Source: an optimization exercise on an open RTL-to-GDS flow (aim: small area and a short achievable clock period). Production flows keep margins and buffers that such runs may drop. At most, simulation tests tie the RTL to the original design; equivalence was not proved. No functional check of the RTL was part of runs 1 to 4 and 6. Power figures rest on the tool's default switching activity, not on a simulated workload.

==> flow/design.v <==
module registers (
    input logic rst,
    input logic clk,
    input logic [31:0] reg_addr,
    input logic [31:0] reg_wr_data,
    input logic reg_wr,
    output logic neg_b,
    output logic neg_c
);
    logic wr_hit;
    assign wr_hit = reg_wr & (reg_addr == 32'd10);
    always_ff @(posedge clk)
    begin
        if (rst) begin
            neg_b <= 1'b0;
            neg_c <= 1'b0;
        end
        else if (wr_hit) begin
            neg_b <= (reg_wr_data[1:0] == 2'h2);
            neg_c <= (reg_wr_data[1:0] == 2'h1) | (reg_wr_data[1:0] == 2'h2);
        end
    end
endmodule
module calculate (
    input logic rst,
    input logic clk,
    input logic [31:0] a,
    input logic [31:0] b,
    input logic [31:0] c,
    input logic neg_b,
    input logic neg_c,
    output logic [63:0] z
);
    localparam int W = 38;
    logic [31:0] bx, cx;
    logic [31:0] s1, cy1;
    logic nb1, nc1;
    logic [W-1:0] opa, opb;
    logic [W-1:0] sum2;
    logic [W-1:0] x2n;
    logic [W-1:0] z3;
    logic rst1, rst2;
    assign bx = b ^ {32{neg_b}};
    assign cx = c ^ {32{neg_c}};
    always_ff @(posedge clk)
    begin
        s1  <= a ^ bx ^ cx;
        cy1 <= (a & bx) | (a & cx) | (bx & cx);
        nb1 <= neg_b;
        nc1 <= neg_c;
    end
    assign opa = {{(W-32){nb1 ^ nc1}}, s1};
    assign opb = {{(W-33){nb1 & nc1}}, cy1, nc1};
    prefix_adder #(.W(W)) iadd(.x(opa), .y(opb), .cin(nb1), .s(sum2));
    always_ff @(posedge clk)
    begin
        x2n <= ~sum2;
        rst1 <= rst;
        rst2 <= rst1;
        if (rst | rst1 | rst2)
            z3 <= '0;
        else
            z3 <= ~x2n;
    end
    always_comb
    begin
        z[W-1:0] = z3;
        for (int i = W; i < 64; i++)
            z[i] = z3[34 + (i % (W-34))];
    end
endmodule
module prefix_adder #(
    parameter int W = 38
) (
    input logic [W-1:0] x,
    input logic [W-1:0] y,
    input logic cin,
    output logic [W-1:0] s
);
    localparam int L = $clog2(W);
    logic [W-1:0] p;
    logic [W-1:0] g0;
    assign p = x ^ y;
    assign g0 = {x[W-1:1] & y[W-1:1], (x[0] & y[0]) | (x[0] & cin) | (y[0] & cin)};
    for (genvar l = 0; l <= L; l++) begin : level
        logic [W-1:0] g;
        logic [W-1:0] t;
        if (l == 0) begin : first
            assign g = g0;
            assign t = p;
        end
        else begin : next
            localparam int D = 1 << (l - 1);
            assign g = {level[l-1].g[W-1:D] | (level[l-1].t[W-1:D] & level[l-1].g[W-1-D:0]),
                        level[l-1].g[D-1:0]};
            assign t = {level[l-1].t[W-1:D] & level[l-1].t[W-1-D:0], level[l-1].t[D-1:0]};
        end
    end
    assign s = p ^ {level[L].g[W-2:0], cin};
endmodule
module operator (
    input logic rst,
    input logic clk,
    input logic [31:0] reg_addr,
    input logic [31:0] reg_wr_data,
    input logic reg_wr,
    input logic [31:0] a,
    input logic [31:0] b,
    input logic [31:0] c,
    output logic [63:0] z
);
    logic neg_b;
    logic neg_c;
    registers ireg(
        .clk(clk),
        .rst(rst),
        .reg_addr(reg_addr),
        .reg_wr_data(reg_wr_data),
        .reg_wr(reg_wr),
        .neg_b(neg_b),
        .neg_c(neg_c));
    calculate ical(
        .clk(clk),
        .rst(rst),
        .a(a),
        .b(b),
        .c(c),
        .neg_b(neg_b),
        .neg_c(neg_c),
        .z(z));
endmodule
==> flow/flow/run.sh <==
#!/bin/bash
# Standard ORFS layout, except that the port buffers are small plain buffers
# (buffer_ports otherwise picks a large delay cell for every port).
set -euo pipefail
W=$(pwd)
bash standard.sh synth > "$W/make_synth.log" 2>&1
export BUFFER_PORTS_ARGS="-buffer_cell sky130_fd_sc_hd__buf_1"
bash standard.sh > "$W/make_layout.log" 2>&1
==> flow/standard.sh <==
#!/bin/bash
# synth_recipe.tcl (not shown) runs the flow's synth.tcl, then flattens the netlist and writes it again
# the make line also repeats each setting of config.mk as NAME=value (left out here)
make -C /OpenROAD-flow-scripts/flow DESIGN_CONFIG=/design/flow/config.mk WORK_HOME=/design/flow/orfs CLKGATE_MAP_FILE= SYNTH_SCRIPT=/design/flow/synth_recipe.tcl "${@:-finish}"
==> flow/config.mk <==
export PLATFORM = sky130hd
export DESIGN_NAME = operator
export DESIGN_NICKNAME = operator
export VERILOG_FILES = /design/flow/design.v
export SDC_FILE = /design/flow/constraint.sdc
export NUM_CORES = 4
export LEC_CHECK = 0
export ABC_CLOCK_PERIOD_IN_PS = 2000
export CAP_MARGIN = 20
export CORE_MARGIN = 2
export CORE_UTILIZATION = 60
export CTS_BUF_LIST = sky130_fd_sc_hd__clkbuf_4 sky130_fd_sc_hd__clkbuf_8
export CTS_CLUSTER_DIAMETER = 60
export CTS_CLUSTER_SIZE = 30
export SETUP_SLACK_MARGIN = 3.6
export SLEW_MARGIN = 20
==> flow/constraint.sdc <==
create_clock -name core_clock -period 6.0 [get_ports {clk}]
set_input_delay 1.2000 -clock core_clock [delete_from_list [all_inputs] [get_ports {clk}]]
set_output_delay 1.2000 -clock core_clock [all_outputs]
set_load 0.01 [all_outputs]
==> results.rst, run 1 <==
.. list-table::
   :header-rows: 1

   * - Metric
     - Value
   * - Share of synthesized registers carrying an async set or reset
     - 0%
   * - Cell area after technology mapping
     - 0.00644 mm^2
   * - Wire length of the first global-routing pass
     - between 20,000 and 25,000 um
   * - Buf+Inv Stages, Crit Path
     - 1
   * - Avg Cell Area, Syn
     - approximately 11 um^2
   * - Iteration count of the initial detailed-routing pass
     - 4
   * - Top cells by count, synth
     - 146 x sky130_fd_sc_hd__dfxtp_1, 81 x sky130_fd_sc_hd__xor2_1, 62 x sky130_fd_sc_hd__nor2_1
   * - Antenna diode count
     - 0
   * - Synthesis warning total
     - 2
   * - Type of the worst setup path
     - flop to flop
   * - Synth top area cells
     - sky130_fd_sc_hd__dfxtp_1 45%, sky130_fd_sc_hd__xor2_1 11%, sky130_fd_sc_hd__fa_1 11%, sky130_fd_sc_hd__ha_1 6.8%, sky130_fd_sc_hd__nor2_1 3.6%
   * - Series of cell instances along the critical path
     - fa_2 > a211oi_2 > o211ai_1 > or3b_4 > a21oi_4 > a211o_4 > a41o_4 > buf_6 > a41o_1 > nor2_1
   * - Highest Clock Rate
     - 0.377 GHz
   * - Count of state elements after synthesis
     - ~150
   * - Number of DRC markers after the initial detailed-route iteration
     - ~150
   * - Largest fanout on the critical path
     - 4
   * - Unrepaired setup endpoints after global routing
     - true
   * - Family of cells with the greatest summed delay on the critical path
     - compound AO/OA/AOI/OAI gates
   * - Antenna Violating Nets Remaining
     - 0
   * - TritonCTS clock tree
     - yes
   * - Count of input and output buffers
     - 196
   * - Final setup violation count
     - 0
   * - Final Net Count
     - 1,013
   * - CP Capture Type
     - flop
   * - Actual slew at the worst max-slew pin
     - 1.08 ns
   * - Area of all placed cells without fillers
     - 0.00796 mm^2
   * - Normalized max-slew margin
     - 27.9%
   * - Initial Utilization
     - roughly 62%
   * - Synthesized Nets
     - 818
   * - Leading cell type by number of instances after synthesis
     - sky130_fd_sc_hd__dfxtp_1
   * - Vias in the first global route
     - 4,831
   * - GR Overflow Total
     - 0
   * - Core region area
     - 0.0104 mm^2
   * - Initial antenna violation count
     - 0
   * - Wirelength per Cell
     - 14.5 um
   * - Number of maximum-capacitance violations
     - 0
   * - Die Y
     - between 100 and 150 um
   * - Synth cell types
     - 57
   * - Maximum number of pins on one net before global-route repair
     - 35
   * - IO Count
     - 227
   * - Count of endpoints failing hold in the final timing report
     - 0
   * - CTS Buf Count
     - 17
   * - Die X-Extent
     - 108 um
   * - Max-slew violations
     - 0
   * - Weighted congestion at the end of routability-driven global placement
     - 0.878
   * - Crit path largest cell delay
     - 0.43 ns
   * - Clock-pin slew of the registers on the worst-case setup and hold paths
     - 0.07 ns
   * - Maximum resistive drop on vdd
     - 0.197 mV
   * - Count of placed standard cells in the final layout, fillers left out
     - 928
   * - CTS hold repair buffers
     - 0
   * - DRC Markers
     - 0
   * - Path class of the lowest-slack min-delay path
     - flop to flop
   * - Final clock skew
     - 0.00727 ns
   * - Final routed wirelength across all metal layers
     - 13,400 um
   * - Post-placement cell count
     - 878
   * - Number of synthesized flops with an enable pin
     - 0
   * - Maximum level of the CTS H-tree
     - 4
   * - Final Critical Period
     - 2.65 ns
   * - Required time of the worst setup path
     - ~6.4 ns
   * - Total number of vias
     - 4,734
   * - Cell accounting for the most synthesized area
     - sky130_fd_sc_hd__dfxtp_1
   * - Cell area power density
     - about 330 mW/mm^2
   * - Clock net sink count
     - 146
   * - Largest buffer count on any clock path
     - 2
   * - Layout area overhead
     - 23.6%
   * - Sum of negative setup slack
     - 0 ns
   * - Placed Area
     - 0.00714 mm^2
   * - Outcome
     - no timing/DRC/antenna violations
   * - Area share of the largest cell type after synthesis
     - 45.4%
   * - Layout cell share with drive strength beyond 1
     - roughly 14%
   * - Skew-Pair Late Insertion Delay
     - 0.44 ns
   * - Worst setup SP type
     - flop
   * - Filler cell count
     - between 700 and 800
   * - Post-DP HPWL
     - 9560 um
   * - Final critical-path share of the clock period
     - 44.2%
   * - Tot GR Track Use
     - 24.2%
   * - Share of the yosys chip area belonging to registers
     - 45.4%
   * - Dominant register cell in the synthesized netlist
     - sky130_fd_sc_hd__dfxtp_1
   * - Via-per-instance ratio
     - 5.10
   * - Leakage component of the power
     - 3.41 nW
   * - Crit path DAT
     - 3.02 ns
   * - Total Die Area
     - between 0.01 and 0.015 mm^2
   * - Mapped Cells
     - 586
   * - Placement row count
     - 37
   * - Worst path slowest cell
     - sky130_fd_sc_hd__fa_2
   * - Buffer cell driving the clock tree root
     - sky130_fd_sc_hd__clkbuf_8
==> final timing paths <==
check	startpoint	end	slack (ns)	cells past startpoint
worst max-delay path	ical.nc1$_DFF_P_	ical.x2n[31]$_DFF_P_	3.35	10
worst min-delay path	ical.rst1$_DFF_P_	ical.rst2$_DFF_P_	0.35	0
worst max register to register	ical.nc1$_DFF_P_	ical.x2n[31]$_DFF_P_	3.35	10
worst min register to register	ical.rst1$_DFF_P_	ical.rst2$_DFF_P_	0.35	0
==> metal layers <==
layer / vias up / routed length [um] / global-route usage [%] / share of wire, %
li1: 2333 / - / - / -
met1: 2179 / 5300 / 26.2 / 39
met2: 196 / 6890 / 44.8 / 51
met3: 26 / 899 / 5.51 / 6.7
met4: 0 / 357 / 10.6 / 2.7
met5: - / 0 / 0 / 0
==> area by class of cell <==
cell class | instances | area (um^2) | share of cell area (%)
inverter | 14 | 52.6 | 0.660
clock buffer | 25 | 332 | 4.17
sequential | 146 | 2930 | 36.8
clock inverter | 5 | 50.0 | 0.629
timing repair buffer | 217 | 910 | 11.4
tap | 136 | 170 | 2.14
multi-input combinational | 385 | 3520 | 44.2
==> cell usage in the layout, fill, tap and decap left out, types with 2 or more instances in the layout <==
master | netlist | routed
sky130_fd_sc_hd__o211ai_1 | 2 | 2
sky130_fd_sc_hd__nor2b_1 | 4 | 4
sky130_fd_sc_hd__clkinv_2 | 0 | 4
sky130_fd_sc_hd__o21ai_2 | 0 | 3
sky130_fd_sc_hd__xor2_1 | 81 | 81
sky130_fd_sc_hd__a21oi_1 | 35 | 25
sky130_fd_sc_hd__fa_2 | 0 | 2
sky130_fd_sc_hd__dfxtp_2 | 0 | 4
sky130_fd_sc_hd__o21ai_0 | 13 | 9
sky130_fd_sc_hd__a21o_1 | 13 | 12
sky130_fd_sc_hd__nor2_1 | 62 | 61
sky130_fd_sc_hd__a21oi_2 | 2 | 11
sky130_fd_sc_hd__mux2i_1 | 2 | 2
sky130_fd_sc_hd__nand3_1 | 4 | 3
sky130_fd_sc_hd__xnor2_1 | 12 | 12
sky130_fd_sc_hd__buf_4 | 27 | 19
sky130_fd_sc_hd__o21bai_1 | 3 | 3
sky130_fd_sc_hd__fa_1 | 34 | 32
sky130_fd_sc_hd__or3_1 | 3 | 2
sky130_fd_sc_hd__inv_1 | 14 | 14
sky130_fd_sc_hd__nor4_1 | 5 | 4
sky130_fd_sc_hd__a2111oi_4 | 1 | 2
sky130_fd_sc_hd__dfxtp_1 | 146 | 142
sky130_fd_sc_hd__buf_1 | 5 | 196
sky130_fd_sc_hd__nand2_2 | 0 | 2
sky130_fd_sc_hd__nor3_1 | 4 | 3
sky130_fd_sc_hd__ha_4 | 0 | 9
sky130_fd_sc_hd__o31ai_1 | 3 | 2
sky130_fd_sc_hd__a211oi_1 | 4 | 2
sky130_fd_sc_hd__ha_1 | 35 | 25
sky130_fd_sc_hd__o21a_1 | 5 | 5
sky130_fd_sc_hd__nand2_1 | 21 | 19
sky130_fd_sc_hd__clkbuf_4 | 0 | 2
sky130_fd_sc_hd__nand4_1 | 5 | 5
sky130_fd_sc_hd__a311oi_2 | 0 | 2
sky130_fd_sc_hd__o21ai_1 | 1 | 2
sky130_fd_sc_hd__a31oi_2 | 0 | 2
sky130_fd_sc_hd__clkbuf_8 | 0 | 23
sky130_fd_sc_hd__and2_1 | 2 | 2
==> through the flow <==
stage	power, mW	hold slack, ns	util [%]	setup slack [ns]
2_1_floorplan	1.62	0.325	-	3.57
3_3_place_gp	1.76	0.330	68.9	3.22
3_5_place_dp	1.78	0.339	68.9	3.21
4_1_cts	2.58	0.354	75.5	3.34
5_1_grt	2.75	0.359	76.8	3.27
6_report	2.61	0.350	76.8	3.35
==> kinds of logic (layout without fill, tap and decap cells) <==
kind of cell / count (synthesis) / in the layout / synth area share [%]
AO/OA/AOI/OAI: 100 / 100 / 10.7
XOR/XNOR: 93 / 93 / 12.7
adder cells (fa/ha/maj): 69 / 69 / 17.4
buffers and inverters: 55 / 261 / 4.78
flip-flops: 146 / 146 / 45.4
multiplexers: 2 / 2 / 0.311
AND/OR/NAND/NOR: 121 / 121 / 8.78
==> sequential cells by signal, indices dropped and copies added, names as in the netlist, 32 cells and up <==
register  cells
ical.x2n     38
ical.cy1     32
ical.z3      38
ical.s1      32
==> power by group <==
group          internal, mW  switching, mW
Sequential             1.15         0.0590
Clock                 0.396          0.326
Combinational         0.318          0.361
Total                  1.86          0.746
==> timing repair <==
action,in CTS,in global routing
buffers inserted,13,6
pin swaps,29,24
setup endpoints to repair,20,23
resized for setup,36,15
==> run 2: changes to the inputs <==
--- a/flow/config.mk
+++ b/flow/config.mk
@@ -7,3 +7,3 @@
 export LEC_CHECK = 0
-export ABC_CLOCK_PERIOD_IN_PS = 2000
+export ABC_CLOCK_PERIOD_IN_PS = 1000
 export CAP_MARGIN = 20
==> run 2 against run 1 <==
Compared with the run above: largest power group unchanged; critical endpoint unchanged; maximum frequency did not move; count of clock-buffer cells in the layout did not move; largest cell class unchanged; worst setup slack did not move.
==> results.rst, run 2 <==
.. list-table::
   :header-rows: 1

   * - Metric
     - Value
   * - Crit Reg-Reg Startpoint
     - ical.nc1$_DFF_P_
   * - GR Overflow Total
     - 0 (unchanged)
   * - Combinational power share
     - 26.0% (about the same)
   * - Synthesis warning total
     - 2 (unchanged)
   * - Leading cell type by number of instances after synthesis
     - sky130_fd_sc_hd__dfxtp_1
   * - Depth of the worst register-to-register path
     - 10 (unchanged)
   * - Highest Clock Rate
     - 0.377 GHz (unchanged)
   * - Initial antenna violation count
     - 0 (unchanged)
   * - Final Critical Period
     - 2.65 ns (unchanged)
   * - Dominant register cell in the synthesized netlist
     - sky130_fd_sc_hd__dfxtp_1
   * - Clock power share
     - 27.7% (about the same)
   * - Total Die Area
     - 0.0116 mm^2 (unchanged)
   * - Highest-count cells in the layout ignoring fill and taps
     - 196 x sky130_fd_sc_hd__buf_1, 142 x sky130_fd_sc_hd__dfxtp_1, 81 x sky130_fd_sc_hd__xor2_1
   * - Crit path DAT
     - 3.02 ns (about the same)
   * - Weighted congestion at the end of routability-driven global placement
     - 0.878 (unchanged)
   * - Type of the worst setup path
     - flop to flop
   * - Final Net Count
     - 1,013 (unchanged)
   * - Count of placed standard cells in the final layout, fillers left out
     - 928 (unchanged)
   * - Post-placement cell count
     - 878 (unchanged)
   * - Leakage component of the power
     - 3.41 nW (unchanged)
   * - Largest registers
     - ical.x2n: 38 flops, ical.z3: 38 flops
   * - Sum of negative setup slack
     - 0 ns (unchanged)
   * - Final routed wirelength across all metal layers
     - 13,400 um (unchanged)
   * - Top cells by count, synth
     - 146 x sky130_fd_sc_hd__dfxtp_1, 81 x sky130_fd_sc_hd__xor2_1, 62 x sky130_fd_sc_hd__nor2_1
   * - Wire length of the first global-routing pass
     - 21,300 um (unchanged)
   * - Skew-Pair Late Insertion Delay
     - 0.44 ns (about the same)
   * - Count of input and output buffers
     - 196 (unchanged)
   * - Number of maximum-capacitance violations
     - 0 (unchanged)
   * - Core region area
     - 0.0104 mm^2 (unchanged)
   * - Largest buffer count on any clock path
     - 2 (unchanged)
   * - Final worst hold slack
     - 0.350 ns (unchanged)
   * - Count of state elements after synthesis
     - 146 (unchanged)
   * - TritonCTS clock tree
     - yes
   * - Path class of the lowest-slack min-delay path
     - flop to flop
   * - Unrepaired setup endpoints after global routing
     - true
   * - Area share of the largest cell type after synthesis
     - 45.4% (unchanged)
   * - Post-DP HPWL
     - 9560 um (unchanged)
   * - Leading cell type in the layout, fill and taps excluded
     - sky130_fd_sc_hd__buf_1
   * - Actual slew at the worst max-slew pin
     - 1.08 ns (unchanged)
   * - Number of synthesized flops with an enable pin
     - 0 (unchanged)
   * - Tot GR Track Use
     - 24.2% (unchanged)
   * - Avg Cell Area, Syn
     - 11.0 um^2 (unchanged)
   * - CP Capture Type
     - flop
   * - Antenna diode count
     - 0 (unchanged)
   * - Synth cell types
     - 57 (unchanged)
   * - Synth top area cells
     - sky130_fd_sc_hd__dfxtp_1 45%, sky130_fd_sc_hd__xor2_1 11%, sky130_fd_sc_hd__fa_1 11%, sky130_fd_sc_hd__ha_1 6.8%, sky130_fd_sc_hd__nor2_1 3.6%
   * - DRC Markers
     - 0 (unchanged)
   * - Final setup violation count
     - 0 (unchanged)
   * - Maximum number of pins on one net before global-route repair
     - 35 (unchanged)
   * - Synthesized Nets
     - 818 (unchanged)
   * - Maximum resistive drop on vdd
     - 0.197 mV (unchanged)
   * - Internal Dissipation
     - 1.86 mW (unchanged)
   * - Setup slack, reg-to-reg
     - 3.35 ns (about the same)
   * - Outcome
     - no timing/DRC/antenna violations
   * - Count of endpoints failing hold in the final timing report
     - 0 (unchanged)
   * - Flop pwr share
     - 46.3% (about the same)
   * - Layout cell share with drive strength beyond 1
     - 13.5% (unchanged)
   * - Setup crit end
     - ical.x2n[31]$_DFF_P_
   * - Largest fanout on the critical path
     - 4 (unchanged)
   * - Die Y
     - 108 um (unchanged)
   * - Cell area after technology mapping
     - 0.00644 mm^2 (unchanged)
   * - Die X-Extent
     - 108 um (unchanged)
   * - Cell accounting for the most synthesized area
     - sky130_fd_sc_hd__dfxtp_1
   * - Clock net sink count
     - 146 (unchanged)
   * - Maximum level of the CTS H-tree
     - 4 (unchanged)
   * - Layout area overhead
     - 23.6% (unchanged)
   * - Wirelength per Cell
     - 14.5 um (unchanged)
   * - Normalized max-slew margin
     - 27.9% (unchanged)
   * - Cell area power density
     - 328 mW/mm^2 (unchanged)
   * - Mapped Cells
     - 586 (unchanged)
   * - Total number of vias
     - 4,734 (unchanged)
   * - Buffer cell driving the clock tree root
     - sky130_fd_sc_hd__clkbuf_8
   * - CTS hold repair buffers
     - 0 (unchanged)
   * - Initial Utilization
     - 62.1% (unchanged)
   * - End of the worst register-to-register path
     - ical.x2n[31]$_DFF_P_
   * - Final clock skew
     - 0.00727 ns (unchanged)
   * - Worst setup SP type
     - flop
   * - Required time of the worst setup path
     - 6.37 ns (about the same)
   * - Via-per-instance ratio
     - 5.10 (unchanged)
   * - Final critical-path share of the clock period
     - 44.2% (unchanged)
   * - Iteration count of the initial detailed-routing pass
     - 4 (unchanged)
   * - Placement row count
     - 37 (unchanged)
   * - Antenna Violating Nets Remaining
     - 0 (unchanged)
   * - Clock-pin slew of the registers on the worst-case setup and hold paths
     - 0.07 ns (about the same)
   * - Beginning of the critical path
     - ical.nc1$_DFF_P_
   * - Sw Pwr
     - 0.746 mW (unchanged)
   * - CTS Buf Count
     - 17 (unchanged)
   * - Vias in the first global route
     - 4,831 (unchanged)
   * - IO Count
     - 227 (unchanged)
   * - Share of synthesized registers carrying an async set or reset
     - 0% (unchanged)
   * - Max-slew violations
     - 0 (unchanged)
   * - Number of DRC markers after the initial detailed-route iteration
     - 154 (unchanged)
   * - Share of the yosys chip area belonging to registers
     - 45.4% (unchanged)
   * - Switching share of power
     - 28.6% (unchanged)
==> run 2: final cells by class <==
cell class | instances | area (um^2)
clock buffers | 25 | 332
clock inverters | 5 | 50.0
fillers | 711 | 2410
inverters | 14 | 52.6
multi-input cells | 385 | 3520
flip-flops and latches | 146 | 2930
well taps | 136 | 170
repair buffers | 217 | 910
==> run 2: critical path, stage by stage (launching register included) <==
cell and delay, ns:
sky130_fd_sc_hd__dfxtp_2 0.34, sky130_fd_sc_hd__fa_2 0.43, sky130_fd_sc_hd__a211oi_2 0.22, sky130_fd_sc_hd__o211ai_1 0.17, sky130_fd_sc_hd__or3b_4 0.28, sky130_fd_sc_hd__a21oi_4 0.06
sky130_fd_sc_hd__a211o_4 0.35, sky130_fd_sc_hd__a41o_4 0.28, sky130_fd_sc_hd__buf_6 0.12, sky130_fd_sc_hd__a41o_1 0.19, sky130_fd_sc_hd__nor2_1 0.12
==> run 2: cells by family after synthesis <==
group	count (synthesis)	synth area share, %
buf+inv	55	4.78
compound gates	100	10.7
xor+xnor	93	12.7
fa+ha+maj	69	17.4
mux	2	0.311
simple gates	121	8.78
flops	146	45.4
==> run 2: routing by layer <==
metal	GRT usage (%)	vias to the layer above	share of wire [%]
met5	0	-	0
met4	10.6	0	2.7
met3	5.51	26	6.7
met2	44.8	196	51
met1	26.2	2179	39
li1	-	2333	-
==> run 2: per-stage QoR <==
stage	util, %	worst slack [ns]	power, mW	cell area [um^2]
floorplan	-	3.57	1.62	6490
global placement	68.9	3.22	1.76	7140
detailed placement	68.9	3.21	1.78	7140
CTS	75.5	3.34	2.58	7830
global route	76.8	3.27	2.75	7960
finish	76.8	3.35	2.61	7960
==> run 2: how the worst min path moves through the flow <==
stage                            startpoint                 to  slack, ns  cells past startpoint
after floorplan           ical.rst1$_DFF_P_  ical.rst2$_DFF_P_       0.32                      0
after global placement    ical.rst1$_DFF_P_  ical.rst2$_DFF_P_       0.33                      0
after detailed placement  ical.rst1$_DFF_P_  ical.rst2$_DFF_P_       0.34                      0
after CTS                 ical.rst1$_DFF_P_  ical.rst2$_DFF_P_       0.35                      0
after global routing      ical.rst1$_DFF_P_  ical.rst2$_DFF_P_       0.36                      0
final                     ical.rst1$_DFF_P_  ical.rst2$_DFF_P_       0.35                      0
==> run 2: repair_timing <==
action                     in CTS  in global routing
setup endpoints to repair      20                 23
gates resized for setup        36                 15
buffers inserted               13                  6
pin swaps                      29                 24
==> run 2: power groups by stage <==
stage          Combinational (mW)  Sequential [mW]  Clock [mW]
2_1_floorplan               0.401             1.22           0
3_3_place_gp                0.536             1.22           0
3_5_place_dp                0.553             1.22           0
4_1_cts                     0.639             1.21       0.732
5_1_grt                     0.753             1.22       0.774
6_report                    0.679             1.21       0.722
==> run 3: changes to the inputs <==
--- a/flow/config.mk
+++ b/flow/config.mk
@@ -14,3 +14,3 @@
 export CTS_CLUSTER_SIZE = 30
-export SETUP_SLACK_MARGIN = 3.6
+export SETUP_SLACK_MARGIN = 3.8
 export SLEW_MARGIN = 20
==> run 3 against run 2 <==
Compared with the run above: still clean; global-route usage decreased by 0.49 points; die area unchanged; power increased by 9.9%; register-to-register slack about the same; clock power increased by 27%; final cell count increased by 0.75%.
==> results.rst, run 3 <==
.. list-table::
   :header-rows: 1

   * - Metric
     - Value
   * - Synthesized Nets
     - 818 (unchanged)
   * - Largest buffer count on any clock path
     - 2 (unchanged)
   * - Routed length on met2
     - 7310 um (+6.1%)
   * - Worst setup SP type
     - flop
   * - Leakage component of the power
     - 3.61 nW (+5.9%)
   * - Post-DP HPWL
     - 9360 um (-2.0%)
   * - Sum of negative setup slack
     - 0 ns (unchanged)
   * - Via-per-instance ratio
     - 5.10 (about the same)
   * - Final Net Count
     - 1,019 (+0.59%)
   * - Iteration count of the initial detailed-routing pass
     - 5 (+1)
   * - Count of endpoints failing hold in the final timing report
     - 0 (unchanged)
   * - Final Critical Period
     - 2.66 ns (+0.0121 ns)
   * - Worst path slowest cell
     - sky130_fd_sc_hd__fa_2
   * - Die X-Extent
     - 108 um (unchanged)
   * - Clock net sink count
     - 146 (unchanged)
   * - Unrepaired setup endpoints after global routing
     - true
   * - Actual slew at the worst max-slew pin
     - 1.08 ns (-0.00154 ns)
   * - Cell accounting for the most synthesized area
     - sky130_fd_sc_hd__dfxtp_1
   * - Path class of the lowest-slack min-delay path
     - flop to flop
   * - Antenna Violating Nets Remaining
     - 0 (unchanged)
   * - Dominant register cell in the synthesized netlist
     - sky130_fd_sc_hd__dfxtp_1
   * - Cell area after technology mapping
     - 0.00644 mm^2 (unchanged)
   * - Highest-count cells in the layout ignoring fill and taps
     - 164 x sky130_fd_sc_hd__buf_1, 137 x sky130_fd_sc_hd__dfxtp_1, 81 x sky130_fd_sc_hd__xor2_1
   * - Crit path DAT
     - 2.99 ns (-0.03 ns)
   * - Setup slack, reg-to-reg
     - 3.34 ns (about the same)
   * - Synth cell types
     - 57 (unchanged)
   * - Final critical-path share of the clock period
     - 44.4% (+0.20 points)
   * - Met1 wire length
     - 5410 um (+2.1%)
   * - Count of state elements after synthesis
     - 146 (unchanged)
   * - Placement row count
     - 37 (unchanged)
   * - Buffer cell driving the clock tree root
     - sky130_fd_sc_hd__clkbuf_8
   * - Synth top area cells
     - sky130_fd_sc_hd__dfxtp_1 45%, sky130_fd_sc_hd__xor2_1 11%, sky130_fd_sc_hd__fa_1 11%, sky130_fd_sc_hd__ha_1 6.8%, sky130_fd_sc_hd__nor2_1 3.6%
   * - Crit path largest cell delay
     - 0.42 ns (about the same)
   * - Largest registers
     - ical.x2n: 38 flops, ical.z3: 38 flops
   * - Clock-pin slew of the registers on the worst-case setup and hold paths
     - 0.08 ns (about the same)
   * - Number of DRC markers after the initial detailed-route iteration
     - 141 (-8.4%)
   * - Metal3 WL
     - 969 um (+7.8%)
   * - Wirelength per Cell
     - 14.9 um (+2.5%)
   * - Share of synthesized registers carrying an async set or reset
     - 0% (unchanged)
   * - IO Count
     - 227 (unchanged)
   * - Largest fanout on the critical path
     - 5 (+1)
   * - Skew-Pair Late Insertion Delay
     - 0.44 ns (about the same)
   * - Share of the core filled with cells
     - 79.7% (+2.9 points)
   * - DRC Markers
     - 0 (unchanged)
   * - Avg Cell Area, Syn
     - 11.0 um^2 (unchanged)
   * - Final worst hold slack
     - 0.360 ns (+0.00945 ns)
   * - Leading cell type in the layout, fill and taps excluded
     - sky130_fd_sc_hd__buf_1
   * - Number of maximum-capacitance violations
     - 0 (unchanged)
   * - Tot GR Track Use
     - 23.7% (-0.49 points)
   * - Leading cell type by number of instances after synthesis
     - sky130_fd_sc_hd__dfxtp_1
   * - Count of input and output buffers
     - 196 (unchanged)
   * - Weighted congestion at the end of routability-driven global placement
     - 0.884 (+0.70%)
   * - Layout cell share with drive strength beyond 1
     - 20.4% (+6.9 points)
   * - Series of cell instances along the critical path
     - fa_2 > a211oi_2 > o211ai_1 > or3b_4 > a21oi_4 > a211o_4 > a41o_4 > a2111oi_4 > nor2_1
   * - Normalized max-slew margin
     - 28.0% (+0.10 points)
   * - CP Capture Type
     - flop
   * - Initial Utilization
     - 62.1% (unchanged)
   * - Synthesis warning total
     - 2 (unchanged)
   * - Highest routing layer actually used
     - met4
   * - Highest Clock Rate
     - 0.376 GHz (-0.46%)
   * - Maximum resistive drop on vdd
     - 0.187 mV (-4.9%)
   * - Required time of the worst setup path
     - 6.32 ns (-0.05 ns)
   * - Maximum level of the CTS H-tree
     - 4 (unchanged)
   * - TritonCTS clock tree
     - yes
   * - Top cells by count, synth
     - 146 x sky130_fd_sc_hd__dfxtp_1, 81 x sky130_fd_sc_hd__xor2_1, 62 x sky130_fd_sc_hd__nor2_1
   * - Outcome
     - no timing/DRC/antenna violations
   * - Layout area overhead
     - 28.4%
   * - CTS Buf Count
     - 17 (unchanged)
   * - Total Die Area
     - 0.0116 mm^2 (unchanged)
   * - Vias in the first global route
     - 4,714 (-2.4%)
   * - Die Y
     - 108 um (unchanged)
   * - Maximum number of pins on one net before global-route repair
     - 39 (+11%)
   * - Final clock skew
     - 0.0105 ns (+0.00327 ns)
   * - Area of all placed cells without fillers
     - 0.00826 mm^2 (+3.8%)
   * - Type of the worst setup path
     - flop to flop
   * - Antenna diode count
     - 0 (unchanged)
   * - Initial antenna violation count
     - 0 (unchanged)
   * - Cell area power density
     - 347 mW/mm^2 (+5.9%)
   * - Area share of the largest cell type after synthesis
     - 45.4% (unchanged)
   * - Core region area
     - 0.0104 mm^2 (unchanged)
   * - Number of synthesized flops with an enable pin
     - 0 (unchanged)
   * - Mapped Cells
     - 586 (unchanged)
   * - Wire length of the first global-routing pass
     - 21,200 um (-0.32%)
   * - Share of the yosys chip area belonging to registers
     - 45.4% (unchanged)
   * - GR Overflow Total
     - 0 (unchanged)
   * - Final setup violation count
     - 0 (unchanged)
   * - Max-slew violations
     - 0 (unchanged)
   * - Total number of vias
     - 4,768 (+0.72%)
   * - Final routed wirelength across all metal layers
     - 13,900 um (+3.3%)
   * - Placed Area
     - 0.00718 mm^2 (+0.49%)
## run 3: changes by cell type in the layout (fill, tap and decap cells not counted), sizes merged
cell and change:
buf -26, bufinv +5, clkbuf +26, clkinv -1, clkinvlp +2, inv +1
## run 3: metrics by stage
step,cells,setup slack [ns],power [mW]
2_1_floorplan,586,3.57,1.63
3_3_place_gp,878,3.22,1.77
3_5_place_dp,878,3.24,1.79
4_1_cts,926,3.36,2.80
5_1_grt,935,3.28,3.00
6_report,935,3.34,2.87
## run 3: path summary, 6_finish.rpt
kind / startpoint / cells after the start / end
min reg2reg: ical.rst1$_DFF_P_ / 0 / ical.rst2$_DFF_P_
max: ical.s1[0]$_DFF_P_ / 9 / ical.x2n[31]$_DFF_P_
min: ical.rst1$_DFF_P_ / 0 / ical.rst2$_DFF_P_
max reg2reg: ical.s1[0]$_DFF_P_ / 9 / ical.x2n[31]$_DFF_P_
## run 3: layout make-up
class | instances | area (um^2)
sequential | 146 | 2940
multi-input combinational | 385 | 3600
clock inverter | 12 | 230
fill | 661 | 2110
tap | 136 | 170
timing repair buffer | 223 | 1020
clock buffer | 19 | 255
inverter | 14 | 52.6
## run 3: worst max-delay path, delay by kind of cell (launching register included)
| kind | cells | cell delay (ns) |
|---|---|---|
| DFF | 1 | 0.33 |
| and+or+nand+nor | 2 | 0.35 |
| AOI/OAI and AO/OA | 6 | 1.43 |
| adders and majority gates | 1 | 0.42 |
## run 3: power breakdown
part           total, mW  switching (mW)  leakage [nW]  internal [mW]
Clock              0.916           0.362         0.236          0.554
Sequential          1.21          0.0626          1.22           1.15
Combinational      0.742           0.386          2.15          0.356
## run 3: metal layers
metal	up-vias	track usage, %
met5	-	0
met4	0	7.42
met3	20	6.48
met2	187	44.3
met1	2220	25.8
li1	2341	-
## run 3: cell families after synthesis
family,synth area share (%)
flip-flops,45.4
AO/OA/AOI/OAI,10.7
adder cells (fa/ha/maj),17.4
buffers and inverters,4.78
XOR/XNOR,12.7
multiplexers,0.311
AND/OR/NAND/NOR,8.78
## run 3: repair_timing
item,in CTS,in global routing
hold buffers,0,0
buffers inserted,17,9
gates resized for setup,46,64
endpoints found under the setup margin,57,62
pin swaps,30,31
==> run 4: changes to the inputs <==
--- a/flow/design.v
+++ b/flow/design.v
@@ -9,4 +9,12 @@
 );
-    logic wr_hit;
-    assign wr_hit = reg_wr & (reg_addr == 32'd10);
+    logic wr_hit, wr_nb, wr_nc;
+    logic nb_r, nc_r;
+    always_ff @(posedge clk)
+    begin
+        wr_hit <= ~rst & reg_wr & (reg_addr == 32'd10);
+        wr_nb <= (reg_wr_data[1:0] == 2'h2);
+        wr_nc <= (reg_wr_data[1:0] == 2'h1) | (reg_wr_data[1:0] == 2'h2);
+    end
+    assign neg_b = wr_hit ? wr_nb : nb_r;
+    assign neg_c = wr_hit ? wr_nc : nc_r;
     always_ff @(posedge clk)
@@ -14,8 +22,8 @@
         if (rst) begin
-            neg_b <= 1'b0;
-            neg_c <= 1'b0;
+            nb_r <= 1'b0;
+            nc_r <= 1'b0;
         end
-        else if (wr_hit) begin
-            neg_b <= (reg_wr_data[1:0] == 2'h2);
-            neg_c <= (reg_wr_data[1:0] == 2'h1) | (reg_wr_data[1:0] == 2'h2);
+        else begin
+            nb_r <= neg_b;
+            nc_r <= neg_c;
         end
@@ -35,5 +43,6 @@
     logic [31:0] bx, cx;
-    logic [31:0] s1, cy1;
-    logic nb1, nc1;
-    logic [W-1:0] opa, opb;
+    logic [31:0] s0, cy0;
+    logic [W-1:0] ra, rb;
+    logic [W-1:0] p1, g1;
+    logic nb1;
     logic [W-1:0] sum2;
@@ -44,12 +53,13 @@
     assign cx = c ^ {32{neg_c}};
+    assign s0  = a ^ bx ^ cx;
+    assign cy0 = (a & bx) | (a & cx) | (bx & cx);
+    assign ra = {{(W-32){neg_b ^ neg_c}}, s0};
+    assign rb = {{(W-33){neg_b & neg_c}}, cy0, neg_c};
     always_ff @(posedge clk)
     begin
-        s1  <= a ^ bx ^ cx;
-        cy1 <= (a & bx) | (a & cx) | (bx & cx);
+        p1 <= ra ^ rb;
+        g1 <= {ra[W-1:1] & rb[W-1:1], (ra[0] & rb[0]) | (ra[0] & neg_b) | (rb[0] & neg_b)};
         nb1 <= neg_b;
-        nc1 <= neg_c;
     end
-    assign opa = {{(W-32){nb1 ^ nc1}}, s1};
-    assign opb = {{(W-33){nb1 & nc1}}, cy1, nc1};
-    prefix_adder #(.W(W)) iadd(.x(opa), .y(opb), .cin(nb1), .s(sum2));
+    prefix_carry #(.W(W)) iadd(.p(p1), .g(g1), .cin(nb1), .s(sum2));
     always_ff @(posedge clk)
@@ -71,7 +81,7 @@
 endmodule
-module prefix_adder #(
+module prefix_carry #(
     parameter int W = 38
 ) (
-    input logic [W-1:0] x,
-    input logic [W-1:0] y,
+    input logic [W-1:0] p,
+    input logic [W-1:0] g,
     input logic cin,
@@ -80,12 +90,8 @@
     localparam int L = $clog2(W);
-    logic [W-1:0] p;
-    logic [W-1:0] g0;
-    assign p = x ^ y;
-    assign g0 = {x[W-1:1] & y[W-1:1], (x[0] & y[0]) | (x[0] & cin) | (y[0] & cin)};
     for (genvar l = 0; l <= L; l++) begin : level
-        logic [W-1:0] g;
-        logic [W-1:0] t;
+        logic [W-1:0] gg;
+        logic [W-1:0] tt;
         if (l == 0) begin : first
-            assign g = g0;
-            assign t = p;
+            assign gg = g;
+            assign tt = p;
         end
@@ -93,8 +99,8 @@
             localparam int D = 1 << (l - 1);
-            assign g = {level[l-1].g[W-1:D] | (level[l-1].t[W-1:D] & level[l-1].g[W-1-D:0]),
-                        level[l-1].g[D-1:0]};
-            assign t = {level[l-1].t[W-1:D] & level[l-1].t[W-1-D:0], level[l-1].t[D-1:0]};
+            assign gg = {level[l-1].gg[W-1:D] | (level[l-1].tt[W-1:D] & level[l-1].gg[W-1-D:0]),
+                         level[l-1].gg[D-1:0]};
+            assign tt = {level[l-1].tt[W-1:D] & level[l-1].tt[W-1-D:0], level[l-1].tt[D-1:0]};
         end
     end
-    assign s = p ^ {level[L].g[W-2:0], cin};
+    assign s = p ^ {level[L].gg[W-2:0], cin};
 endmodule
--- a/flow/config.mk
+++ b/flow/config.mk
@@ -14,3 +14,3 @@
 export CTS_CLUSTER_SIZE = 30
-export SETUP_SLACK_MARGIN = 3.8
+export SETUP_SLACK_MARGIN = 3.6
 export SLEW_MARGIN = 20
==> run 4 against run 3 <==
Compared with the run above: still clean; area after synthesis up 4.5%; combinational power down 32%; critical path depth unchanged; final cell count up 0.75%; register-to-register slack better by 0.33 ns; sequential cell count up 6; maximum frequency up 14%; critical path type unchanged.
==> results.rst, run 4 <==
.. list-table::
   :header-rows: 1

   * - Metric
     - Value
   * - Outcome
     - no timing/DRC/antenna violations
   * - Wire length of the first global-routing pass
     - 22,200 um (+4.6%)
   * - Buffer cell driving the clock tree root
     - sky130_fd_sc_hd__clkbuf_8
   * - Normalized max-slew margin
     - 64.9% (+37 points)
   * - Post-DP HPWL
     - 10,800 um (+15%)
   * - Area share of the largest cell type after synthesis
     - 45.2% (-0.19 points)
   * - Area taken by multi-input logic gates
     - 0.00341 mm^2 (-5.5%)
   * - Final Net Count
     - 1,021 (+0.20%)
   * - Number of instances on the worst hold path
     - 0 (unchanged)
   * - Least setup slack across all paths after layout
     - 3.66 ns (+0.326 ns)
   * - Layout cell share with drive strength beyond 1
     - 7.86% (-13 points)
   * - Mapped Cells
     - 613 (+4.6%)
   * - Avg Cell Area, Syn
     - 11.0 um^2 (about the same)
   * - Vias in the first global route
     - 4,698 (-0.34%)
   * - Sequential standard cell area
     - 0.00305 mm^2 (+3.7%)
   * - Highest-count cells in the layout ignoring fill and taps
     - 196 x sky130_fd_sc_hd__buf_1, 150 x sky130_fd_sc_hd__dfxtp_1, 80 x sky130_fd_sc_hd__xnor2_1
   * - Synth top area cells
     - sky130_fd_sc_hd__dfxtp_1 45%, sky130_fd_sc_hd__xnor2_1 10%, sky130_fd_sc_hd__fa_1 9.5%, sky130_fd_sc_hd__ha_1 6.9%, sky130_fd_sc_hd__nor2_1 3.1%
   * - Number of synthesized flops with an enable pin
     - 0 (unchanged)
   * - Antenna diode count
     - 0 (unchanged)
   * - Wirelength per Cell
     - 14.6 um (-1.8%)
   * - Final Critical Period
     - 2.34 ns (-0.326 ns)
   * - Path class of the lowest-slack min-delay path
     - flop to flop
   * - Depth of the worst register-to-register path
     - 9 (unchanged)
   * - Synth cell types
     - 58 (+1.8%)
   * - CTS Buf Count
     - 17 (unchanged)
   * - Top cells by count, synth
     - 152 x sky130_fd_sc_hd__dfxtp_1, 80 x sky130_fd_sc_hd__xnor2_1, 55 x sky130_fd_sc_hd__nor2_1
   * - Dominant register cell in the synthesized netlist
     - sky130_fd_sc_hd__dfxtp_1
   * - Count of state elements after synthesis
     - 152 (+4.1%)
   * - GR Overflow Total
     - 0 (unchanged)
   * - DRC Markers
     - 0 (unchanged)
   * - Final clock skew
     - 0.0125 ns (+0.00199 ns)
   * - Actual slew at the worst max-slew pin
     - 0.522 ns (-0.559 ns)
   * - Antenna Violating Nets Remaining
     - 0 (unchanged)
   * - Maximum number of pins on one net before global-route repair
     - 39 (unchanged)
   * - Iteration count of the initial detailed-routing pass
     - 7 (+2)
   * - Core region area
     - 0.0109 mm^2 (+5.0%)
   * - Final critical-path share of the clock period
     - 38.9% (-5.4 points)
   * - Via-per-instance ratio
     - 5.12 (+0.49%)
   * - TritonCTS clock tree
     - yes
   * - Skew-Pair Late Insertion Delay
     - 0.44 ns (about the same)
   * - Count of input and output buffers
     - 196 (unchanged)
   * - Clock net sink count
     - 152 (+4.1%)
   * - Sum of negative setup slack
     - 0 ns (unchanged)
   * - Number of maximum-capacitance violations
     - 0 (unchanged)
   * - Maximum level of the CTS H-tree
     - 4 (unchanged)
   * - Tot GR Track Use
     - 24.7% (+0.95 points)
   * - Die Y
     - 110 um (+2.2%)
   * - Total power after layout
     - 2.60 mW (-9.4%)
   * - Maximum resistive drop on vdd
     - 0.226 mV (+21%)
   * - Final routed wirelength across all metal layers
     - 13,700 um (-1.0%)
   * - CTS hold repair buffers
     - 0 (unchanged)
   * - Largest registers
     - ical.x2n: 38 flops, ical.z3: 38 flops
   * - IO Count
     - 227 (unchanged)
   * - Count of endpoints failing hold in the final timing report
     - 0 (unchanged)
   * - Pre-CTS setup slack
     - 3.27 ns (+0.0354 ns)
   * - Clock-pin slew of the registers on the worst-case setup and hold paths
     - 0.09 ns (about the same)
   * - Total Die Area
     - 0.0121 mm^2 (+4.4%)
   * - Leading cell type by number of instances after synthesis
     - sky130_fd_sc_hd__dfxtp_1
   * - Leakage component of the power
     - 3.17 nW (-12%)
   * - Weighted congestion at the end of routability-driven global placement
     - 0.836 (-5.4%)
   * - Die X-Extent
     - 110 um (+2.2%)
   * - Unrepaired setup endpoints after global routing
     - true
   * - Cell area power density
     - 330 mW/mm^2 (-5.0%)
   * - Synthesis warning total
     - 2 (unchanged)
   * - Cell accounting for the most synthesized area
     - sky130_fd_sc_hd__dfxtp_1
   * - Initial Utilization
     - 61.8% (-0.26 points)
   * - Share of the yosys chip area belonging to registers
     - 45.2% (-0.19 points)
   * - Layout area overhead
     - 17.0%
   * - Cell area after technology mapping
     - 0.00673 mm^2 (+4.5%)
   * - Leading cell type in the layout, fill and taps excluded
     - sky130_fd_sc_hd__buf_1
   * - Worst setup SP type
     - flop
   * - Max-slew violations
     - 0 (unchanged)
   * - Total number of vias
     - 4,827 (+1.2%)
   * - Share of synthesized registers carrying an async set or reset
     - 0% (unchanged)
   * - Highest Clock Rate
     - 0.428 GHz (+14%)
   * - Filler cell count
     - 827 (+25%)
   * - Crit path DAT
     - 2.66 ns (-0.33 ns)
   * - Placement row count
     - 38 (+2.7%)
   * - Number of DRC markers after the initial detailed-route iteration
     - 157 (+11%)
   * - Final setup violation count
     - 0 (unchanged)
   * - Synthesized Nets
     - 845 (+3.3%)
   * - Largest buffer count on any clock path
     - 2 (unchanged)
   * - Largest fanout on the critical path
     - 5 (unchanged)
   * - Initial antenna violation count
     - 0 (unchanged)
   * - Type of the worst setup path
     - flop to flop
   * - CP Capture Type
     - flop
   * - Required time of the worst setup path
     - 6.32 ns (about the same)
-- run 4: cell types whose count changed after synthesis, sizes merged, moves of 3 or more --
cell | previous run | this run
xnor2 | 12 | 80
buf | 32 | 37
nand3 | 4 | 10
o211ai | 2 | 5
o21bai | 3 | 6
nor2 | 62 | 55
nand2 | 21 | 18
xor2 | 81 | 15
and3 | 1 | 5
dfxtp | 146 | 152
-- run 4: routing by layer --
| layer | routed length [um] | vias up | track usage [%] | share of wire (%) |
|---|---|---|---|---|
| met3 | 814 | 22 | 5.63 | 5.9 |
| met1 | 5790 | 2214 | 29.2 | 42 |
| met4 | 303 | 0 | 10.5 | 2.2 |
| met5 | 0 | - | 0 | 0 |
| met2 | 6840 | 184 | 42.8 | 50 |
| li1 | - | 2407 | - | - |
-- run 4: power by group --
| group | internal (mW) | switching (mW) |
|---|---|---|
| Sequential | 1.22 | 0.149 |
| Clock | 0.364 | 0.364 |
| Combinational | 0.246 | 0.256 |
| Total | 1.83 | 0.769 |
-- run 4: per-stage QoR --
| stage | hold WS (ns) | util (%) | cells | cell area [um^2] |
|---|---|---|---|---|
| 2_1_floorplan | 0.325 | - | 613 | 6730 |
| 3_3_place_gp | 0.329 | 68.1 | 906 | 7410 |
| 3_5_place_dp | 0.336 | 68.1 | 906 | 7410 |
| 4_1_cts | 0.349 | 71.9 | 940 | 7830 |
| 5_1_grt | 0.357 | 72.3 | 942 | 7880 |
| 6_report | 0.348 | 72.3 | 942 | 7880 |
-- run 4: timing repair --
| action | 4_1_cts | 5_1_grt |
|---|---|---|
| buffers inserted | 2 | 2 |
| gates resized for setup | 4 | 8 |
| endpoints found under the hold margin | 0 | 0 |
| pin swaps | 0 | 8 |
| endpoints found under the setup margin | 55 | 5 |
-- run 4: logic make-up (layout without fill, tap and decap cells) --
family | count (synthesis) | after routing | synth area share [%]
mux | 3 | 3 | 0.446
xor+xnor | 95 | 95 | 12.4
fa+ha+maj | 69 | 69 | 16.4
compound gates | 108 | 108 | 11.5
flops | 152 | 152 | 45.2
buf+inv | 62 | 251 | 5.04
simple gates | 124 | 124 | 9.01
-- run 4: worst paths after layout --
kind              slack [ns]                from                   end
setup / recovery        3.66  ical.p1[1]$_DFF_P_  ical.x2n[22]$_DFF_P_
hold / removal          0.35   ical.rst1$_DFF_P_     ical.rst2$_DFF_P_
setup reg to reg        3.66  ical.p1[1]$_DFF_P_  ical.x2n[22]$_DFF_P_
hold reg to reg         0.35   ical.rst1$_DFF_P_     ical.rst2$_DFF_P_
-- run 4: worst max-delay path, cell delays in order (launching register included) --
cell,delay [ns]
sky130_fd_sc_hd__dfxtp_2,0.34
sky130_fd_sc_hd__ha_4,0.16
sky130_fd_sc_hd__o211ai_1,0.28
sky130_fd_sc_hd__a21oi_2,0.14
sky130_fd_sc_hd__o31ai_4,0.33
sky130_fd_sc_hd__a211oi_2,0.14
sky130_fd_sc_hd__o211ai_2,0.36
sky130_fd_sc_hd__nor2b_1,0.26
sky130_fd_sc_hd__o21ai_1,0.10
sky130_fd_sc_hd__xnor2_1,0.13
-- run 4: layout make-up --
cell class / instances / area share (%)
Clock buffer: 21 / 3.59
Clock inverter: 11 / 1.24
Inverter: 16 / 0.763
Multi-Input combinational cell: 399 / 43.3
Sequential cell: 152 / 38.7
Tap cell: 140 / 2.22
Timing Repair Buffer: 203 / 10.3
==> run 5: changes to the inputs <==
--- a/flow/design.v
+++ b/flow/design.v
@@ -89,3 +89,3 @@
 );
-    localparam int L = $clog2(W);
+    localparam int L = (W > 32) ? 6 : (W > 16) ? 5 : (W > 8) ? 4 : (W > 4) ? 3 : (W > 2) ? 2 : 1;
     for (genvar l = 0; l <= L; l++) begin : level
==> run 5 against run 4 <==
Compared with the run above: count of clock-buffer cells in the layout unchanged; register-to-register slack about the same; wire length unchanged; worst hold slack unchanged; core utilization unchanged; combinational power about the same; clock skew unchanged; largest cell class unchanged.
==> results.rst, run 5 <==
.. list-table::
   :header-rows: 1

   * - Metric
     - Value
   * - Outcome
     - no timing/DRC/antenna violations
   * - Sum of negative setup slack
     - 0 ns (unchanged)
   * - Area share of the largest cell type after synthesis
     - 45.2% (unchanged)
   * - Crit path DAT
     - 2.66 ns (about the same)
   * - Clock power share
     - 28.0% (about the same)
   * - Required time of the worst setup path
     - 6.32 ns (about the same)
   * - IO Count
     - 227 (unchanged)
   * - Share of the yosys chip area belonging to registers
     - 45.2% (unchanged)
   * - Unrepaired setup endpoints after global routing
     - true
   * - Crit Reg-Reg Startpoint
     - ical.p1[1]$_DFF_P_
   * - Cell area power density
     - 330 mW/mm^2 (unchanged)
   * - Actual slew at the worst max-slew pin
     - 0.522 ns (unchanged)
   * - Synth top area cells
     - sky130_fd_sc_hd__dfxtp_1 45%, sky130_fd_sc_hd__xnor2_1 10%, sky130_fd_sc_hd__fa_1 9.5%, sky130_fd_sc_hd__ha_1 6.9%, sky130_fd_sc_hd__nor2_1 3.1%
   * - CTS Buf Count
     - 17 (unchanged)
   * - Highest routing layer actually used
     - met4
   * - Maximum level of the CTS H-tree
     - 4 (unchanged)
   * - Type of the worst setup path
     - flop to flop
   * - Placement row count
     - 38 (unchanged)
   * - Number of maximum-capacitance violations
     - 0 (unchanged)
   * - Cell area after technology mapping
     - 0.00673 mm^2 (unchanged)
   * - Depth of the worst register-to-register path
     - 9 (unchanged)
   * - Initial antenna violation count
     - 0 (unchanged)
   * - Mapped Cells
     - 613 (unchanged)
   * - Number of synthesized flops with an enable pin
     - 0 (unchanged)
   * - Worst setup SP type
     - flop
   * - End of the worst register-to-register path
     - ical.x2n[22]$_DFF_P_
   * - Iteration count of the initial detailed-routing pass
     - 7 (unchanged)
   * - Post-DP HPWL
     - 10,800 um (unchanged)
   * - Vias in the first global route
     - 4,698 (unchanged)
   * - CP Capture Type
     - flop
   * - Placed Area
     - 0.00741 mm^2 (unchanged)
   * - Share of synthesized registers carrying an async set or reset
     - 0% (unchanged)
   * - Final Critical Period
     - 2.34 ns (unchanged)
   * - Synth cell types
     - 58 (unchanged)
   * - TritonCTS clock tree
     - yes
   * - Final Net Count
     - 1,021 (unchanged)
   * - Flop pwr share
     - 52.7% (about the same)
   * - Final clock skew
     - 0.0125 ns (unchanged)
   * - Final critical-path share of the clock period
     - 38.9% (unchanged)
   * - Clock net sink count
     - 152 (unchanged)
   * - Buffer cell driving the clock tree root
     - sky130_fd_sc_hd__clkbuf_8
   * - Final setup violation count
     - 0 (unchanged)
   * - Metal3 WL
     - 814 um (unchanged)
   * - Leakage component of the power
     - 3.17 nW (unchanged)
   * - Clock-pin slew of the registers on the worst-case setup and hold paths
     - 0.09 ns (about the same)
   * - Antenna diode count
     - 0 (unchanged)
   * - Count of endpoints failing hold in the final timing report
     - 0 (unchanged)
   * - Core region area
     - 0.0109 mm^2 (unchanged)
   * - Path class of the lowest-slack min-delay path
     - flop to flop
   * - Leading cell type in the layout, fill and taps excluded
     - sky130_fd_sc_hd__buf_1
   * - Total power after layout
     - 2.60 mW (unchanged)
   * - Synthesized Nets
     - 845 (unchanged)
   * - Maximum resistive drop on vdd
     - 0.226 mV (unchanged)
   * - Wirelength per Cell
     - 14.6 um (unchanged)
   * - Highest-count cells in the layout ignoring fill and taps
     - 196 x sky130_fd_sc_hd__buf_1, 150 x sky130_fd_sc_hd__dfxtp_1, 80 x sky130_fd_sc_hd__xnor2_1
   * - Final worst hold slack
     - 0.348 ns (unchanged)
   * - Combinational power share
     - 19.3% (about the same)
   * - Total number of vias
     - 4,827 (unchanged)
   * - Die Y
     - 110 um (unchanged)
   * - Setup crit end
     - ical.x2n[22]$_DFF_P_
   * - Count of placed standard cells in the final layout, fillers left out
     - 942 (unchanged)
   * - Weighted congestion at the end of routability-driven global placement
     - 0.836 (unchanged)
   * - Antenna Violating Nets Remaining
     - 0 (unchanged)
   * - Normalized max-slew margin
     - 64.9% (unchanged)
   * - CTS hold repair buffers
     - 0 (unchanged)
   * - Via-per-instance ratio
     - 5.12 (unchanged)
   * - Switching share of power
     - 29.6% (unchanged)
   * - Share of the core filled with cells
     - 72.3% (unchanged)
   * - Dominant register cell in the synthesized netlist
     - sky130_fd_sc_hd__dfxtp_1
   * - Layout area overhead
     - 17.0% (unchanged)
   * - Final routed wirelength across all metal layers
     - 13,700 um (unchanged)
   * - Die X-Extent
     - 110 um (unchanged)
   * - Leading cell type by number of instances after synthesis
     - sky130_fd_sc_hd__dfxtp_1
   * - Pre-CTS setup slack
     - 3.27 ns (unchanged)
   * - GR Overflow Total
     - 0 (unchanged)
   * - Beginning of the critical path
     - ical.p1[1]$_DFF_P_
   * - Largest fanout on the critical path
     - 5 (unchanged)
   * - Internal Dissipation
     - 1.83 mW (unchanged)
   * - Avg Cell Area, Syn
     - 11.0 um^2 (unchanged)
   * - DRC Markers
     - 0 (unchanged)
   * - Count of state elements after synthesis
     - 152 (unchanged)
   * - Post-placement cell count
     - 906 (unchanged)
   * - Skew-Pair Late Insertion Delay
     - 0.44 ns (about the same)
   * - Wire length of the first global-routing pass
     - 22,200 um (unchanged)
   * - Top cells by count, synth
     - 152 x sky130_fd_sc_hd__dfxtp_1, 80 x sky130_fd_sc_hd__xnor2_1, 55 x sky130_fd_sc_hd__nor2_1
   * - Largest registers
     - ical.x2n: 38 flops, ical.z3: 38 flops
   * - Initial Utilization
     - 61.8% (unchanged)
   * - Max-slew violations
     - 0 (unchanged)
   * - Synthesis warning total
     - 2 (unchanged)
   * - Total Die Area
     - 0.0121 mm^2 (unchanged)
   * - Met1 wire length
     - 5790 um (unchanged)
   * - Least setup slack across all paths after layout
     - 3.66 ns (unchanged)
   * - Cell accounting for the most synthesized area
     - sky130_fd_sc_hd__dfxtp_1
   * - Routed length on met2
     - 6840 um (unchanged)
   * - Count of input and output buffers
     - 196 (unchanged)
   * - Maximum number of pins on one net before global-route repair
     - 39 (unchanged)
   * - Highest Clock Rate
     - 0.428 GHz (unchanged)
   * - Largest buffer count on any clock path
     - 2 (unchanged)
   * - Setup slack, reg-to-reg
     - 3.66 ns (about the same)
   * - Layout cell share with drive strength beyond 1
     - 7.86% (unchanged)
   * - Sw Pwr
     - 0.769 mW (unchanged)
   * - Area of all placed cells without fillers
     - 0.00788 mm^2 (unchanged)
   * - Tot GR Track Use
     - 24.7% (unchanged)
   * - Number of DRC markers after the initial detailed-route iteration
     - 157 (unchanged)
run 5: power groups by stage:
stage | Combinational (mW) | Sequential, mW | Clock (mW)
6_report | 0.502 | 1.37 | 0.727
5_1_grt | 0.575 | 1.39 | 0.790
4_1_cts | 0.500 | 1.36 | 0.747
3_5_place_dp | 0.493 | 1.39 | 0
3_3_place_gp | 0.481 | 1.38 | 0
2_1_floorplan | 0.375 | 1.34 | 0
run 5: worst min path at each step:
stage	to	start	cells after the start
final	ical.rst2$_DFF_P_	ical.rst1$_DFF_P_	0
after global routing	ical.rst2$_DFF_P_	ical.rst1$_DFF_P_	0
after CTS	ical.rst2$_DFF_P_	ical.rst1$_DFF_P_	0
after detailed placement	ical.rst2$_DFF_P_	ical.rst1$_DFF_P_	0
after global placement	ical.rst2$_DFF_P_	ical.rst1$_DFF_P_	0
after floorplan	ical.rst2$_DFF_P_	ical.rst1$_DFF_P_	0
run 5: cells by family (layout without fill, tap and decap cells):
family | Yosys count | in the layout | synth area share (%)
flip-flops | 152 | 152 | 45.2
AND/OR/NAND/NOR | 124 | 124 | 9.01
AO/OA/AOI/OAI | 108 | 108 | 11.5
XOR/XNOR | 95 | 95 | 12.4
adder cells (fa/ha/maj) | 69 | 69 | 16.4
buffers and inverters | 62 | 251 | 5.04
multiplexers | 3 | 3 | 0.446
run 5: layout make-up:
cell class	count	area, um^2
inverters	16	60.1
clock buffers	21	283
repair buffers	203	808
fillers	827	3010
flip-flops and latches	152	3050
multi-input cells	399	3410
clock inverters	11	97.6
well taps	140	175
run 5: layer usage:
metal | global-route usage [%] | vias to the layer above
met5 | 0 | -
met4 | 10.5 | 0
met3 | 5.63 | 22
met2 | 42.8 | 184
met1 | 29.2 | 2214
li1 | - | 2407
run 5: critical path, cell delays in order (launching register included):
cell and delay [ns]:
sky130_fd_sc_hd__dfxtp_2 0.34, sky130_fd_sc_hd__ha_4 0.16, sky130_fd_sc_hd__o211ai_1 0.28, sky130_fd_sc_hd__a21oi_2 0.14, sky130_fd_sc_hd__o31ai_4 0.33, sky130_fd_sc_hd__a211oi_2 0.14, sky130_fd_sc_hd__o211ai_2 0.36, sky130_fd_sc_hd__nor2b_1 0.26
sky130_fd_sc_hd__o21ai_1 0.10, sky130_fd_sc_hd__xnor2_1 0.13
run 5: what timing repair did:
| item | CTS | global route |
|---|---|---|
| setup endpoints to repair | 55 | 5 |
| pin swaps | 0 | 8 |
| endpoints found under the hold margin | 0 | 0 |
| gates resized for setup | 4 | 8 |
| buffers inserted | 2 | 2 |
==> run 6: changes to the inputs <==
--- a/flow/design.v
+++ b/flow/design.v
@@ -42,2 +42,3 @@
     localparam int W = 38;
+    localparam int K = 17;
     logic [31:0] bx, cx;
@@ -47,4 +48,8 @@
     logic nb1;
-    logic [W-1:0] sum2;
+    logic [K-1:0] lo2;
+    logic lo2_c;
+    logic [W-K-1:0] hi2;
     logic [W-1:0] x2n;
+    logic x2n_c;
+    logic [W-K-1:0] hi3;
     logic [W-1:0] z3;
@@ -63,8 +68,14 @@
     end
-    prefix_carry #(.W(W)) iadd(.p(p1), .g(g1), .cin(nb1), .s(sum2));
+    prefix_carry #(.W(K)) ilo(.p(p1[K-1:0]), .g(g1[K-1:0]), .cin(nb1), .s(lo2), .cout(lo2_c));
+    prefix_carry #(.W(W-K)) ihi(.p(p1[W-1:K]), .g(g1[W-1:K]), .cin(1'b0), .s(hi2), .cout());
     always_ff @(posedge clk)
     begin
-        x2n <= ~sum2;
+        x2n <= ~{hi2, lo2};
+        x2n_c <= ~lo2_c;
         rst1 <= rst;
         rst2 <= rst1;
+    end
+    incrementer #(.W(W-K)) iinc(.x(~x2n[W-1:K]), .cin(~x2n_c), .s(hi3));
+    always_ff @(posedge clk)
+    begin
         if (rst | rst1 | rst2)
@@ -72,3 +83,3 @@
         else
-            z3 <= ~x2n;
+            z3 <= {hi3, ~x2n[K-1:0]};
     end
@@ -87,5 +98,6 @@
     input logic cin,
-    output logic [W-1:0] s
+    output logic [W-1:0] s,
+    output logic cout
 );
-    localparam int L = (W > 32) ? 6 : (W > 16) ? 5 : (W > 8) ? 4 : (W > 4) ? 3 : (W > 2) ? 2 : 1;
+    localparam int L = $clog2(W);
     for (genvar l = 0; l <= L; l++) begin : level
@@ -105,2 +117,23 @@
     assign s = p ^ {level[L].gg[W-2:0], cin};
+    assign cout = level[L].gg[W-1];
+endmodule
+module incrementer #(
+    parameter int W = 21
+) (
+    input logic [W-1:0] x,
+    input logic cin,
+    output logic [W-1:0] s
+);
+    localparam int L = $clog2(W);
+    for (genvar l = 0; l <= L; l++) begin : level
+        logic [W-1:0] tt;
+        if (l == 0) begin : first
+            assign tt = x;
+        end
+        else begin : next
+            localparam int D = 1 << (l - 1);
+            assign tt = {level[l-1].tt[W-1:D] & level[l-1].tt[W-1-D:0], level[l-1].tt[D-1:0]};
+        end
+    end
+    assign s = x ^ ({level[L].tt[W-2:0], 1'b1} & {W{cin}});
 endmodule
==> run 6 against run 5 <==
Compared with the run above: die area rose by 0.67%; worst hold slack better by 0.025 ns; critical endpoint is now ical.g1[0]$_DFF_P_; clock power up 6.5%.
==> results.rst, run 6 <==
.. list-table::
   :header-rows: 1

   * - Metric
     - Value
   * - Cell area power density
     - 331 mW/mm^2 (+0.48%)
   * - Final clock skew
     - 0.0151 ns (+0.00260 ns)
   * - Leading cell type in the layout, fill and taps excluded
     - sky130_fd_sc_hd__buf_1
   * - Iteration count of the initial detailed-routing pass
     - 4 (-3)
   * - Clock net sink count
     - 153 (+0.66%)
   * - Core region area
     - 0.0109 mm^2 (+0.44%)
   * - Synthesized Nets
     - 850 (+0.59%)
   * - Largest registers
     - ical.x2n: 38 flops, ical.z3: 38 flops
   * - TritonCTS clock tree
     - yes
   * - Maximum number of pins on one net before global-route repair
     - 36 (-7.7%)
   * - Wire length of the first global-routing pass
     - 19,500 um (-12%)
   * - Count of state elements after synthesis
     - 153 (+0.66%)
   * - Largest buffer count on any clock path
     - 2 (unchanged)
   * - Buffer cell driving the clock tree root
     - sky130_fd_sc_hd__clkbuf_8
   * - Type of the worst setup path
     - flop to flop
   * - Number of synthesized flops with an enable pin
     - 0 (unchanged)
   * - Initial antenna violation count
     - 0 (unchanged)
   * - Top cells by count, synth
     - 153 x sky130_fd_sc_hd__dfxtp_1, 77 x sky130_fd_sc_hd__xnor2_1, 45 x sky130_fd_sc_hd__nor2_1
   * - Normalized max-slew margin
     - 57.4% (-7.6 points)
   * - Worst path slowest cell
     - sky130_fd_sc_hd__fa_1
   * - Placement row count
     - 38 (unchanged)
   * - Path class of the lowest-slack min-delay path
     - flop to flop
   * - Clock-pin slew of the registers on the worst-case setup and hold paths
     - 0.10 ns (about the same)
   * - Antenna diode count
     - 0 (unchanged)
   * - Synth cell types
     - 54 (-6.9%)
   * - Sum of negative setup slack
     - 0 ns (unchanged)
   * - Initial Utilization
     - 62.0% (+0.15 points)
   * - Layout cell share with drive strength beyond 1
     - 6.34% (-1.5 points)
   * - Total number of vias
     - 4,829 (+0.041%)
   * - Number of DRC markers after the initial detailed-route iteration
     - 188 (+20%)
   * - Filler cell count
     - 806 (-2.5%)
   * - Antenna Violating Nets Remaining
     - 0 (unchanged)
   * - Share of synthesized registers carrying an async set or reset
     - 0% (unchanged)
   * - Maximum level of the CTS H-tree
     - 4 (unchanged)
   * - Synthesis warning total
     - 2 (unchanged)
   * - Share of the core filled with cells
     - 72.5% (+0.12 points)
   * - Sequential standard cell area
     - 0.00306 mm^2 (+0.58%)
   * - Setup Fix Bufs, Post-CTS
     - 0 (-2)
   * - Die X-Extent
     - 110 um (+0.33%)
   * - Leakage component of the power
     - 3.20 nW (+1.2%)
   * - Area share of the largest cell type after synthesis
     - 45.2% (about the same)
   * - Cell accounting for the most synthesized area
     - sky130_fd_sc_hd__dfxtp_1
   * - Avg Cell Area, Syn
     - 11.0 um^2 (+0.20%)
   * - Required time of the worst setup path
     - 6.32 ns (about the same)
   * - Mapped Cells
     - 616 (+0.49%)
   * - Total Die Area
     - 0.0122 mm^2 (+0.67%)
   * - Outcome
     - no timing/DRC/antenna violations
   * - Tot GR Track Use
     - 20.8% (-3.9 points)
   * - Worst setup SP type
     - flop
==> run 6: cell types whose count changed in the layout (fill, tap and decap cells not counted), sizes merged, moves of 5 or more <==
| cell | previous run | this run |
|---|---|---|
| inv | 17 | 27 |
| buf | 203 | 198 |
| xor2 | 15 | 22 |
| o21ai | 15 | 26 |
| a21oi | 35 | 25 |
| nor2 | 55 | 45 |
| nand2 | 18 | 11 |
| nor3 | 4 | 13 |
| nor3b | 0 | 5 |
==> run 6: final timing paths <==
kind                             from                  to  slack [ns]  cells past startpoint
setup reg to reg  ireg.wr_hit$_DFF_P_  ical.g1[0]$_DFF_P_        3.74                      6
hold reg to reg     ical.rst1$_DFF_P_   ical.rst2$_DFF_P_        0.37                      0
setup / recovery  ireg.wr_hit$_DFF_P_  ical.g1[0]$_DFF_P_        3.74                      6
hold / removal      ical.rst1$_DFF_P_   ical.rst2$_DFF_P_        0.37                      0
==> run 6: repair_timing <==
action / in CTS / in global routing
setup endpoints to repair: 1 / 5
pin swaps: 0 / 0
resized for setup: 3 / 6
==> run 6: area by class of cell <==
class / count / share of cell area [%]
Inverter: 18 / 0.853
Clock buffer: 17 / 2.95
Tap cell: 140 / 2.21
Multi-Input combinational cell: 403 / 43.3
Timing Repair Buffer: 198 / 9.79
Sequential cell: 153 / 38.7
Clock inverter: 15 / 2.27
==> run 6: layer usage <==
layer / vias to the layer above / global-route usage [%] / wire length [um]
met5: - / 0 / 0
met4: 0 / 6.96 / 153
met3: 12 / 4.88 / 599
met2: 140 / 36.6 / 6190
met1: 2242 / 25.1 / 5040
li1: 2435 / - / -
==> run 6: per-stage QoR <==
step	instance area [um^2]	hold slack (ns)	total power, mW	instances	worst slack (ns)
2_1_floorplan	6780	0.338	1.71	616	3.61
3_3_place_gp	7470	0.340	1.85	912	3.32
3_5_place_dp	7470	0.366	1.87	912	3.28
4_1_cts	7900	0.376	2.65	944	3.62
5_1_grt	7920	0.379	2.79	944	3.61
6_report	7920	0.373	2.63	944	3.74
==> run 6: cells by family (layout without fill, tap and decap cells) <==
group	after synthesis	in the layout	share of synthesized area, %
flip-flops	153	153	45.2
AND/OR/NAND/NOR	127	127	10.3
AO/OA/AOI/OAI	104	104	10.0
XOR/XNOR	99	99	12.8
adder cells (fa/ha/maj)	71	71	16.7
buffers and inverters	60	248	4.76
multiplexers	2	2	0.295
==> run 6: report_power, final <==
part	switching, mW	internal, mW
logic	0.234	0.241
registers	0.155	1.22
clock network	0.419	0.355

Re-timed with assumed drivers on the ports (clkbuf_16 on the clock, buf_2 on other inputs), run 6 has 3.721 ns of setup slack against 3.744 ns with ideal ports, and 3.432 ns once port delays also move by the mid clock arrival of 0.457 ns.
